What follows belongs to an exercise in optimizing a design on an open flow for small area; a production flow would make more cautious choices.
At most, simulation tests tie the RTL to the original design; equivalence was not proved.
Power is estimated from default activity; no workload was simulated.

==> run H <==
Design Main, start of the top module:
module Main(
	input clk,
	input reset,
	input izq,
	input der,
	input fire,
	input reload,
	output [1:0]red_out,
	output [1:0]green_out,
	output [1:0]blue_out,
	output hsync,
	output vsync,
	output reg [7:0]led,
	output shouldFinish,
	output [3:0]data_sound
	);
	wire [9:0] hcount;
	wire [9:0] vcount;
	wire [9:0] vnext;
	wire tickY, tick667, tickX3, tickG, tickS;
	LfsrTimer #(.W(14), .TAPS(14'h2015), .SEED(14'h1), .LAST(14'h28d2)) tY(clk, reset, tickY);     
	LfsrTimer #(.W(10), .TAPS(10'h240), .SEED(10'h1), .LAST(10'h252)) tX(clk, reset, tick667);     
	LfsrTimer #(.W(12), .TAPS(12'h829), .SEED(12'h1), .LAST(12'hfa9)) tX3(clk, reset, tickX3);    
	LfsrTimer #(.W(11), .TAPS(11'h500), .SEED(11'h1), .LAST(11'h213)) tG(clk, reset, tickG);      
	LfsrTimer #(.W(11), .TAPS(11'h500), .SEED(11'h1), .LAST(11'h674)) tS(clk, reset, tickS);      
	reg [1:0] m3, m4;     
	reg [5:0] c40;        
	reg [4:0] segs;
	wire tickX1 = tick667 && (m3 == 2'd2);
	wire tickX4 = tick667 && (m4 == 2'd3);
	wire sec = tickS && (c40 == 6'd39);
	assign shouldFinish = (segs == 5'd30);
	wire en = !shouldFinish;
	always @(posedge clk) begin
		if (reset) begin
			m3 <= 2'd0;
			m4 <= 2'd0;
			c40 <= 6'd0;
			segs <= 5'd0;
		end else begin
			if (tick667) begin
				m3 <= (m3 == 2'd2) ? 2'd0 : m3 + 2'd1;
				m4 <= m4 + 2'd1;
			end
			if (tickS)
				c40 <= sec ? 6'd0 : c40 + 6'd1;
			if (sec && segs < 5'd30)
				segs <= segs + 5'd1;
		end
	end
	reg [8:0] k;
	reg [5:0] j;
  ...
Settings: LEC_CHECK=0, CAP_MARGIN=20, CORE_MARGIN=2, CORE_UTILIZATION=40, CTS_BUF_LIST=sky130_fd_sc_hd__clkbuf_16, CTS_CLUSTER_DIAMETER=60, CTS_CLUSTER_SIZE=25, SLEW_MARGIN=20, SYNTH_MEMORY_MAX_BITS=16384; clock period 20.0 ns.
standard.sh (not shown) runs the stock make flow with config.mk's settings and CLKGATE_MAP_FILE= SYNTH_SCRIPT=/design/flow/synth_recipe.tcl, a recipe that flattens the netlist after the stock synthesis.
==> flow/flow/run.sh <==
#!/bin/bash
# Own layout flow: the standard flow (standard.sh, unchanged synthesis),
# with clock tree synthesis run without dummy loads and with sinks clustered
# 28 to a clkbuf_16 leaf buffer within 70 um.
set -euo pipefail
CTS="-sink_clustering_enable -repair_clock_nets -dont_use_dummy_load -sink_clustering_size 28 -sink_clustering_max_diameter 70 -buf_list sky130_fd_sc_hd__clkbuf_16"
bash standard.sh "CTS_ARGS=$CTS" finish > layout.log 2>&1
==> inputs of run C, as changes to run H <==
==> flow/run.sh (new file) <==
#!/bin/bash
# synth_recipe.tcl (not shown) runs the flow's synth.tcl, then flattens the netlist and writes it again
# the make line also repeats each setting of config.mk as NAME=value (left out here)
make -C /OpenROAD-flow-scripts/flow DESIGN_CONFIG=/design/flow/config.mk WORK_HOME=/design/flow/orfs CLKGATE_MAP_FILE= SYNTH_SCRIPT=/design/flow/synth_recipe.tcl finish
removed: flow/flow/run.sh
removed: flow/standard.sh
==> summary.md <==
| Metric | Value |
|---|---|
| Status | `complete, no violations` |
| Clk latency of the worst-skew pair | `0.63 ns` |
| Comb pwr | `0.767 mW` |
| Design Power | `2.49 mW` |
| Worst Skew | `0.131 ns` |
| Wire length per cell | `19.0 microns` |
| Fraction of area in registers | `31.7%` |
| Max Fclk | `92.9 MHz` |
| First-pass detailed-route iteration total | `5` |
| Total track usage | `20.6%` |
[end of results for run H]
==> summary.md <==
| Metric | Value |
|---|---|
| Status | `complete, no violations` |
| Comb pwr | `0.768 mW` |
| Worst Skew | `0.0725 ns` |
| Clk latency of the worst-skew pair | `0.65 ns` |
| Max Fclk | `93.6 MHz` |
| First-pass detailed-route iteration total | `6` |
| Design Power | `2.79 mW` |
| Fraction of area in registers | `30.9%` |
| Wire length per cell | `18.9 microns` |
[end of results for run C]

==> v30: inputs <==
Main, a different RTL version from the one above (not shown whole).
export LEC_CHECK = 0
export CAP_MARGIN = 20
export CORE_MARGIN = 2
export CORE_UTILIZATION = 40
export CTS_BUF_LIST = sky130_fd_sc_hd__clkbuf_16
export CTS_CLUSTER_DIAMETER = 60
export CTS_CLUSTER_SIZE = 25
export SLEW_MARGIN = 20
export SYNTH_MEMORY_MAX_BITS = 16384
create_clock -name core_clock -period 20.0 [get_ports {clk}]
run.sh (not shown) runs the stock make flow with config.mk's settings and CLKGATE_MAP_FILE= SYNTH_SCRIPT=/design/flow/synth_recipe.tcl, a recipe that flattens the netlist after the stock synthesis.
Stock flow here: none of the scripts above is used.
==> v28: changes against v30 <==
--- a/flow/design.v
+++ b/flow/design.v
@@ -1,11 +1,12 @@
 `timescale 1ns / 1ps
 module Ducks_Rom(
 	input [5:0] row,
 	input [5:0] col,
-	output reg [2:0] k        
+	output reg [5:0] data
 	);
+	reg [2:0] k;
 	always @(*) begin
 		case ({row, col})
 			12'd0: k = 3'd2;
 			12'd1: k = 3'd2;
 			12'd2: k = 3'd2;
@@ -1846,31 +1847,49 @@
 			12'd2539: k = 3'd2;
 			12'd2540: k = 3'd2;
 			12'd2541: k = 3'd2;
 			default: k = 3'd0;
 		endcase
+		case (k)
+			3'd0: data = 6'h00;
+			3'd1: data = 6'h02;
+			3'd2: data = 6'h0f;
+			3'd3: data = 6'h22;
+			3'd4: data = 6'h35;
+			3'd5: data = 6'h3f;
+			default: data = 6'h00;
+		endcase
 	end
 endmodule
 `timescale 1ns / 1ps
 module Ducks_Drawer(
 	input clk,
 	input en,
 	input reset,
 	input collision,
 	input tickX,
-	input [9:0] y_next,    
+	input tickY,
+	input flipY,
 	input [10:0] sv,       
 	input [11:0] h,        
 	output reg [11:0] address,    
 	output reg draw,
 	output signed [10:0] nxt_x,    
 	output signed [9:0] nxt_y
 	);
 	parameter
-		initial_posX = 11'sd594;
+		initial_posY = 10'sd150,
+		initial_posX = 11'sd594,
+		start_down = 1;
 	reg signed [10:0] pos_x;
-	wire [9:0] py_n = y_next;
+	reg signed [9:0] pos_y;
+	reg down;           
+	reg shouldStop;
+	wire down_n = down ^ (tickY & (flipY ^ shouldStop));
+	wire [9:0] py_n;
+	RAdd #(10) ay(pos_y, tickY ? {{9{~down_n}}, 1'b1} : 10'd0, 1'b0, py_n);
+	wire stop_n = (tickY ? 1'b0 : shouldStop) | ($signed(py_n) >= 10'sd200) | ($signed(py_n) <= -10'sd40);
 	wire [10:0] px_d;
 	RDec #(11) ax(pos_x, tickX, px_d);
 	wire [10:0] px_n = ($signed(px_d) < -11'sd46 || collision) ? 11'sd640 : px_d;
 	wire [10:0] dy;
 	wire [11:0] dx;
@@ -1885,18 +1904,23 @@
 	wire [5:0] row_i, col_i;
 	RAdd #(6) ar(row, 6'd0, eol, row_i);
 	RAdd #(6) ac(col, 6'd0, 1'b1, col_i);
 	wire [11:0] addr_i = !inX ? address : wrap ? 12'd0 : {row_i, eol ? 6'd0 : col_i};
 	assign nxt_x = !en ? pos_x : reset ? initial_posX : px_n;
-	assign nxt_y = y_next;
+	assign nxt_y = !en ? pos_y : reset ? initial_posY : py_n;
 	always @(posedge clk) begin
 		pos_x <= nxt_x;
+		pos_y <= nxt_y;
 		if (en) begin
 			if (reset) begin
 				address <= 12'd0;
 				draw <= 1'b0;
+				down <= start_down;
+				shouldStop <= 1'b0;
 			end else begin
+				down <= down_n;
+				shouldStop <= stop_n;
 				draw <= inY & inX;
 				address <= inY ? addr_i : 12'd0;
 			end
 		end
 	end
@@ -1960,47 +1984,46 @@
 	input tick,
 	input [9:0] pos_x,
 	input [9:0] hcount,
 	input [9:0] vcount,
 	input [9:0] vnext,      
-	output [8:0] sel_y,     
+	output [9:0] sel_y,
 	output [9:0] sel_x,
 	output reg draw
 	);
 	reg [2:0] new_place;    
 	reg instantiate;
 	reg shouldInstantiate;
 	reg [7:0] valid;
-	reg [8:0] Y [0:7];      
+	reg [9:0] Y [0:7];
 	reg [9:0] X [0:7];
 	reg [7:0] f0, f1;
 	wire adv = instantiate && valid[new_place];
 	wire [2:0] place_n = adv ? new_place : new_place - 3'd1;    
 	wire launch = !fire && shouldInstantiate;
 	assign sel_y = Y[0];
 	assign sel_x = X[0];
 	wire n0 = vnext >= 10'd424 && vnext <= 10'd434;
 	wire n1 = vnext >= 10'd423 && vnext <= 10'd433;
-	wire [8:0] y0n;
+	wire [9:0] y0n;
 	wire [10:0] d0;
-	RAdd #(11) ad0({vnext[9], vnext}, ~{2'b00, y0n}, 1'b1, d0);    
-	wire signed [10:0] d0s = d0;
-	wire r0 = d0s >= -11'sd11 && d0s <= -11'sd1;     
-	wire r1 = d0s >= -11'sd12 && d0s <= -11'sd2;     
+	RAdd #(11) ad0({vnext[9], vnext}, ~{y0n[9], y0n}, 1'b1, d0);    
+	wire r0 = !d0[10] && d0 <= 11'd10;                           
+	wire r1 = (d0 == 11'h7ff) || (!d0[10] && d0 <= 11'd9);       
 	wire [7:0] in_shot;
 	genvar g;
 	generate for (g = 0; g < 8; g = g + 1) begin : slot
 		localparam integer N = (g + 1) % 8;    
-		wire [8:0] y = Y[N];
+		wire [9:0] y = Y[N];
 		wire [9:0] x = X[N];
 		wire v = valid[N];
 		wire a0 = f0[N], a1 = f1[N];
 		wire sel = launch && place_n == g;
-		wire alive = y != 9'd0;    
-		wire [8:0] y_d;
-		RDec #(9) ad(y, 1'b1, y_d);
-		wire [8:0] yn = (en && reset) ? 9'd0 : (en && tick && alive) ? y_d : (en && sel) ? 9'd435 : y;
+		wire alive = y != 10'h3f5;    
+		wire [9:0] y_d;
+		RDec #(10) ad(y, 1'b1, y_d);
+		wire [9:0] yn = (en && reset) ? 10'h3f5 : (en && tick && alive) ? y_d : (en && sel) ? 10'd424 : y;
 		wire b0 = (en && reset) ? 1'b0 : (en && tick && alive) ? a1 : (en && sel) ? n0 : a0;
 		wire b1 = (en && reset) ? 1'b0 : (en && tick && alive) ? a1 : (en && sel) ? n1 : a1;
 		if (g == 0) begin : refresh
 			assign y0n = yn;
 		end
@@ -2059,11 +2082,11 @@
 	input clk,
 	input [10:0] nx1, input [9:0] ny1,
 	input [10:0] nx2, input [9:0] ny2,
 	input [10:0] nx3, input [9:0] ny3,
 	input [10:0] nx4, input [9:0] ny4,
-	input [8:0] bullet_y,     
+	input [9:0] bullet_y,
 	input [9:0] bullet_x,
 	output collision1,
 	output collision2,
 	output collision3,
 	output collision4
@@ -2090,24 +2113,26 @@
 endmodule
 module Comparator(
 	input clk,
 	input signed [10:0] duckPos_x,
 	input signed [9:0] duckPos_y,
-	input [8:0] bulletPosition_y,     
+	input signed [9:0] bulletPosition_y,
 	input [9:0] bulletPosition_x,
 	output reg collision
 	);
 	wire [11:0] dx;
 	wire [10:0] dy;
 	RAdd #(12) sx({duckPos_x[10], duckPos_x}, ~{2'b00, bulletPosition_x}, 1'b1, dx);
-	RAdd #(11) sy({duckPos_y[9], duckPos_y}, ~{2'b00, bulletPosition_y}, 1'b1, dy);    
-	wire signed [11:0] dxs = dx;
-	wire signed [10:0] dys = dy;
-	wire a = dxs >= 12'sd0 && dxs <= 12'sd8 && dys >= -11'sd11 && dys <= -11'sd1;
-	wire b = dxs >= -12'sd46 && dxs <= 12'sd0 && dys >= -11'sd51 && dys <= -11'sd11;
+	RAdd #(11) sy({duckPos_y[9], duckPos_y}, ~{bulletPosition_y[9], bulletPosition_y}, 1'b1, dy);
+	wire dxz = ~|dx;
+	wire dyz = ~|dy;
+	wire dx_p = !dx[11] && dx[10:4] == 7'd0 && (dx[3:0] <= 4'd8);
+	wire dy_p = !dy[10] && dy[9:4] == 6'd0 && (dy[3:0] <= 4'd10);
+	wire dx_n = dx[11] && (&dx[10:6]) && (dx[5:0] >= 6'd18);
+	wire dy_n = dy[10] && (&dy[9:6]) && (dy[5:0] >= 6'd24);
 	always @(posedge clk)
-		collision <= a || b;
+		collision <= (dx_p && dy_p) || ((dx_n || dxz) && (dy_n || dyz));
 endmodule
 module RDec #(parameter W = 8) (
 	input [W-1:0] a,
 	input b,
 	output [W-1:0] s
@@ -2204,27 +2229,27 @@
 	input [11:0] address1,
 	input [11:0] address2,
 	input [11:0] address3,
 	input [11:0] address4,
 	input gun_data,
-	output reg [2:0] data,
+	output reg [5:0] data,
 	output reg draw
 	);
 	wire [11:0] address = duck_draw1 ? address1 : duck_draw2 ? address2 : duck_draw3 ? address3 : address4;
-	wire [2:0] duck_data;
+	wire [5:0] duck_data;
 	Ducks_Rom rom(address[11:6], address[5:0], duck_data);
 	wire duck = duck_draw1 | duck_draw2 | duck_draw3 | duck_draw4;
 	always @(posedge clk) begin
 		draw <= duck | gun_drawer | shot_drawer;
-		data <= duck ? duck_data : gun_drawer ? {gun_data, gun_data, 1'b0} : 3'd7;
+		data <= duck ? duck_data : gun_drawer ? {1'b0, gun_data, 1'b0, gun_data, 2'b00} : 6'b101010;
 	end
 endmodule
 `timescale 1ns / 1ps
 module VGA_LOGIC(
 	input clk,
 	input reset,
-	input [2:0]rgb_in,      
+	input [5:0]rgb_in,
 	input draw,
 	output reg [1:0]red_out,
 	output reg [1:0]green_out,
 	output reg [1:0]blue_out,
 	output reg hsync,
@@ -2242,22 +2267,10 @@
 	wire hwrap = (hcount == 10'd799);
 	wire vwrap = (vcount == 10'd524);
 	wire [9:0] hn = hwrap ? 10'd0 : hcount + 10'd1;
 	wire [9:0] vn;
 	assign vn = hwrap ? (vwrap ? 10'd0 : vcount + 10'd1) : vcount;
-	reg [5:0] rgb;
-	always @(*)
-		case (rgb_in)
-			3'd0: rgb = 6'h00;
-			3'd1: rgb = 6'h02;
-			3'd2: rgb = 6'h0f;
-			3'd3: rgb = 6'h22;
-			3'd4: rgb = 6'h35;
-			3'd5: rgb = 6'h3f;
-			3'd6: rgb = 6'h14;
-			default: rgb = 6'h2a;
-		endcase
 	wire vis = (hn < 10'd640) && (vn < 10'd480);
 	always @(posedge clk) begin
 		vsync <= !(vn >= 10'd490 && vn < 10'd492);
 		hsync <= !(hn >= 10'd656 && hn < 10'd752);
 		{red_out, green_out, blue_out} <= vis ? color : 6'b0;
@@ -2267,11 +2280,11 @@
 			color <= 6'b0;
 		end else begin
 			hcount <= hn;
 			vcount <= vn;
 			if (vis)
-				color <= draw ? rgb :  (vn < 10'd240) ? 6'b001111 : (vn < 10'd264) ? 6'b001100 : 6'b001000;
+				color <= draw ? rgb_in : (vn < 10'd240) ? 6'b001111 : (vn < 10'd264) ? 6'b001100 : 6'b001000;
 		end
 	end
 endmodule
 `timescale 1ns / 1ps
 module Main(
@@ -2297,64 +2310,55 @@
 	LfsrTimer #(.W(14), .TAPS(14'h2015), .SEED(14'h1), .LAST(14'h28d2)) tY(clk, reset, tickY);     
 	LfsrTimer #(.W(10), .TAPS(10'h240), .SEED(10'h1), .LAST(10'h252)) tX(clk, reset, tick667);     
 	LfsrTimer #(.W(12), .TAPS(12'h829), .SEED(12'h1), .LAST(12'hfa9)) tX3(clk, reset, tickX3);    
 	LfsrTimer #(.W(11), .TAPS(11'h500), .SEED(11'h1), .LAST(11'h213)) tG(clk, reset, tickG);      
 	LfsrTimer #(.W(11), .TAPS(11'h500), .SEED(11'h1), .LAST(11'h674)) tS(clk, reset, tickS);      
+	reg [4:0] contI;      
 	reg [1:0] m3, m4;     
 	reg [5:0] c40;        
 	reg [4:0] segs;
+	wire flipY = tickY && (contI == 5'd29);
 	wire tickX1 = tick667 && (m3 == 2'd2);
 	wire tickX4 = tick667 && (m4 == 2'd3);
 	wire sec = tickS && (c40 == 6'd39);
 	assign shouldFinish = (segs == 5'd30);
 	wire en = !shouldFinish;
 	always @(posedge clk) begin
 		if (reset) begin
+			contI <= 5'd0;
 			m3 <= 2'd0;
 			m4 <= 2'd0;
 			c40 <= 6'd0;
 			segs <= 5'd0;
 		end else begin
+			if (tickY)
+				contI <= flipY ? 5'd0 : contI + 5'd1;
 			if (tick667) begin
 				m3 <= (m3 == 2'd2) ? 2'd0 : m3 + 2'd1;
 				m4 <= m4 + 2'd1;
 			end
 			if (tickS)
 				c40 <= sec ? 6'd0 : c40 + 6'd1;
 			if (sec && segs < 5'd30)
 				segs <= segs + 5'd1;
 		end
 	end
-	reg [8:0] k;
-	reg [5:0] j;
-	wire [8:0] k_n = (en && reset) ? 9'd0 : (en && tickY) ? k + 9'd1 : k;
-	wire [5:0] j_n = (en && reset) ? 6'd1 : (en && tickY) ? ((j == 6'd59) ? 6'd0 : j + 6'd1) : j;
-	always @(posedge clk) begin
-		k <= k_n;
-		j <= j_n;
-	end
-	wire [9:0] kx = {1'b0, k_n};
-	wire [9:0] y1n = (k_n <= 9'd200) ? kx : 10'd400 - kx;
-	wire [9:0] y2n = (k_n <= 9'd220) ? 10'd180 - kx : kx - 10'd260;
-	wire [5:0] tri_ = (j_n <= 6'd30) ? j_n : 6'd60 - j_n;
-	wire [9:0] y3n = 10'd111 - {4'd0, tri_};
-	wire [9:0] y4n = 10'd71 - {4'd0, tri_};
 	wire [10:0] sv = {vcount[9], vcount};
 	wire [11:0] h12 = {2'b00, hcount};
 	wire collision1, collision2, collision3, collision4;
 	wire draw1, draw2, draw3, draw4;
 	wire [11:0] addr1, addr2, addr3, addr4;    
 	wire [10:0] nx1, nx2, nx3, nx4;
 	wire [9:0] ny1, ny2, ny3, ny4;
-	Ducks_Drawer #(.initial_posX(-11'sd100))
-		DD (clk, en, reset, collision1, tickX1, y1n, sv, h12, addr1, draw1, nx1, ny1);
-	Ducks_Drawer #(.initial_posX(-11'sd200))
-		DD2(clk, en, reset, collision2, tickX1, y2n, sv, h12, addr2, draw2, nx2, ny2);
-	Ducks_Drawer #(.initial_posX(-11'sd50))
-		DD3(clk, en, reset, collision3, tickX3, y3n, sv, h12, addr3, draw3, nx3, ny3);
-	Ducks_Drawer #(.initial_posX(-11'sd400))
-		DD4(clk, en, reset, collision4, tickX4, y4n, sv, h12, addr4, draw4, nx4, ny4);
+	Ducks_Drawer #(.initial_posY(10'sd0),   .initial_posX(-11'sd100), .start_down(1))
+		DD (clk, en, reset, collision1, tickX1, tickY, 1'b0, sv, h12, addr1, draw1, nx1, ny1);
+	Ducks_Drawer #(.initial_posY(10'sd180), .initial_posX(-11'sd200), .start_down(0))
+		DD2(clk, en, reset, collision2, tickX1, tickY, 1'b0, sv, h12, addr2, draw2, nx2, ny2);
+	Ducks_Drawer #(.initial_posY(10'sd110), .initial_posX(-11'sd50),  .start_down(0))
+		DD3(clk, en, reset, collision3, tickX3, tickY, flipY, sv, h12, addr3, draw3, nx3, ny3);
+	Ducks_Drawer #(.initial_posY(10'sd70),  .initial_posX(-11'sd400), .start_down(0))
+		DD4(clk, en, reset, collision4, tickX4, tickY, flipY, sv, h12, addr4, draw4, nx4, ny4);
 	reg [2:0] bullet_counter;
 	reg fired;
 	wire fire_up = (bullet_counter != 3'd0) && fire;
 	always @(posedge clk) begin
 		if (reset) begin
@@ -2369,12 +2373,11 @@
 		end
 	end
 	wire gun_data, gun_draw;
 	wire [9:0] gun_x;
 	Gun g(clk, en, reset, tickG, hcount, vcount, izq, der, bullet_counter, gun_data, gun_draw, gun_x);
-	wire [8:0] bullet_y;     
-	wire [9:0] bullet_x;
+	wire [9:0] bullet_y, bullet_x;
 	wire shot_draw;
 	Shot_Builder SB(clk, en, fire_up, reset, tickS, gun_x, hcount, vcount, vnext, bullet_y, bullet_x, shot_draw);
 	Collision_Control CC(clk, nx1, ny1, nx2, ny2, nx3, ny3, nx4, ny4, bullet_y, bullet_x,
 		collision1, collision2, collision3, collision4);
 	wire collisions = collision1 | collision2 | collision3 | collision4;
@@ -2405,10 +2408,10 @@
 		else
 			temp <= collisions ? clk_g : fire_up ? clk_c : 1'b0;
 	end
 	SineWave rom(address_sineWave, data_sound);
 	wire draw;
-	wire [2:0] data;
+	wire [5:0] data;
 	Control_Drawer CD(clk, draw1, draw2, draw3, draw4, gun_draw, shot_draw,
 		addr1, addr2, addr3, addr4, gun_data, data, draw);
 	VGA_LOGIC vga(clk, reset, data, draw, red_out, green_out, blue_out, hsync, vsync, hcount, vcount, vnext);
 endmodule
- CTS_BUF_LIST: sky130_fd_sc_hd__clkbuf_16 -> sky130_fd_sc_hd__clkbuf_8
- CTS_CLUSTER_DIAMETER: 60 -> 50
- CTS_CLUSTER_SIZE: 25 -> 20
==> comparison table <==
item                                                                         v28                      v30
Clock tree cell share of total cell area                                 0.04633                  0.05017
Cell repeated most along the worst path                    sky130_fd_sc_hd__ha_1    sky130_fd_sc_hd__fa_1
Floorplan die area                                                     85900 um2                78790 um2
CTS Buf Count                                                                 71                       47
GRT met1 Usage                                                            0.2882                   0.2742
Number of core rows                                                          106                      101
Final hold slack                                                       0.3743 ns                0.4321 ns
Part of the total power dissipated in the clock network                    0.443                    0.458
Max-slew headroom at the worst pin                                        0.2963                   0.3060
Sequential Area                                                        11330 um2                10270 um2
Outcome                                                  complete, no violations  complete, no violations
Worst Setup Start Kind                                                 flip-flop            primary input
Hold path startpoint                                                        temp                  tX.s[8]
Total number of vias                                                       25990                    23810
Switching share of power                                                  0.2690                   0.2618
Metal2 WL                                                               41350 um                 36200 um
Only the layout flow was run in v28; the RTL was not checked for function there.

==> separate check: timing with driven ports <==
No port has a modelled driver above. Below, the same layouts with a new extraction and two added sets of constraints. Step 1, drivers: a clkbuf_16 drives clk and a buf_2 each remaining input, both assumed. Step 2 times the ports against the registers' clock, not the clock port: input delays grow and output delays shrink by t, the midpoint of the rising clock arrivals with the driver on. a / b / c = no drivers / after step 1 / after step 2; a / b = the first two.
run | t, ns | slack for setup (ns) | pins driven straight from the clock port
run H | 0.627 | 9.241 / 9.281 / 8.654 | 1
run C | 0.679 | 9.311 / 9.350 / 8.671 | 1
v30 | 0.675 | 9.666 / 9.678 / 9.003 | 1
v28 | 0.740 | 10.274 / 10.274 / 9.617 | 1
After both steps setup and hold are still met in every run listed. The setup slack of v30, which loses most, moves by +0.012 ns with the drivers and by -0.663 ns with both steps.
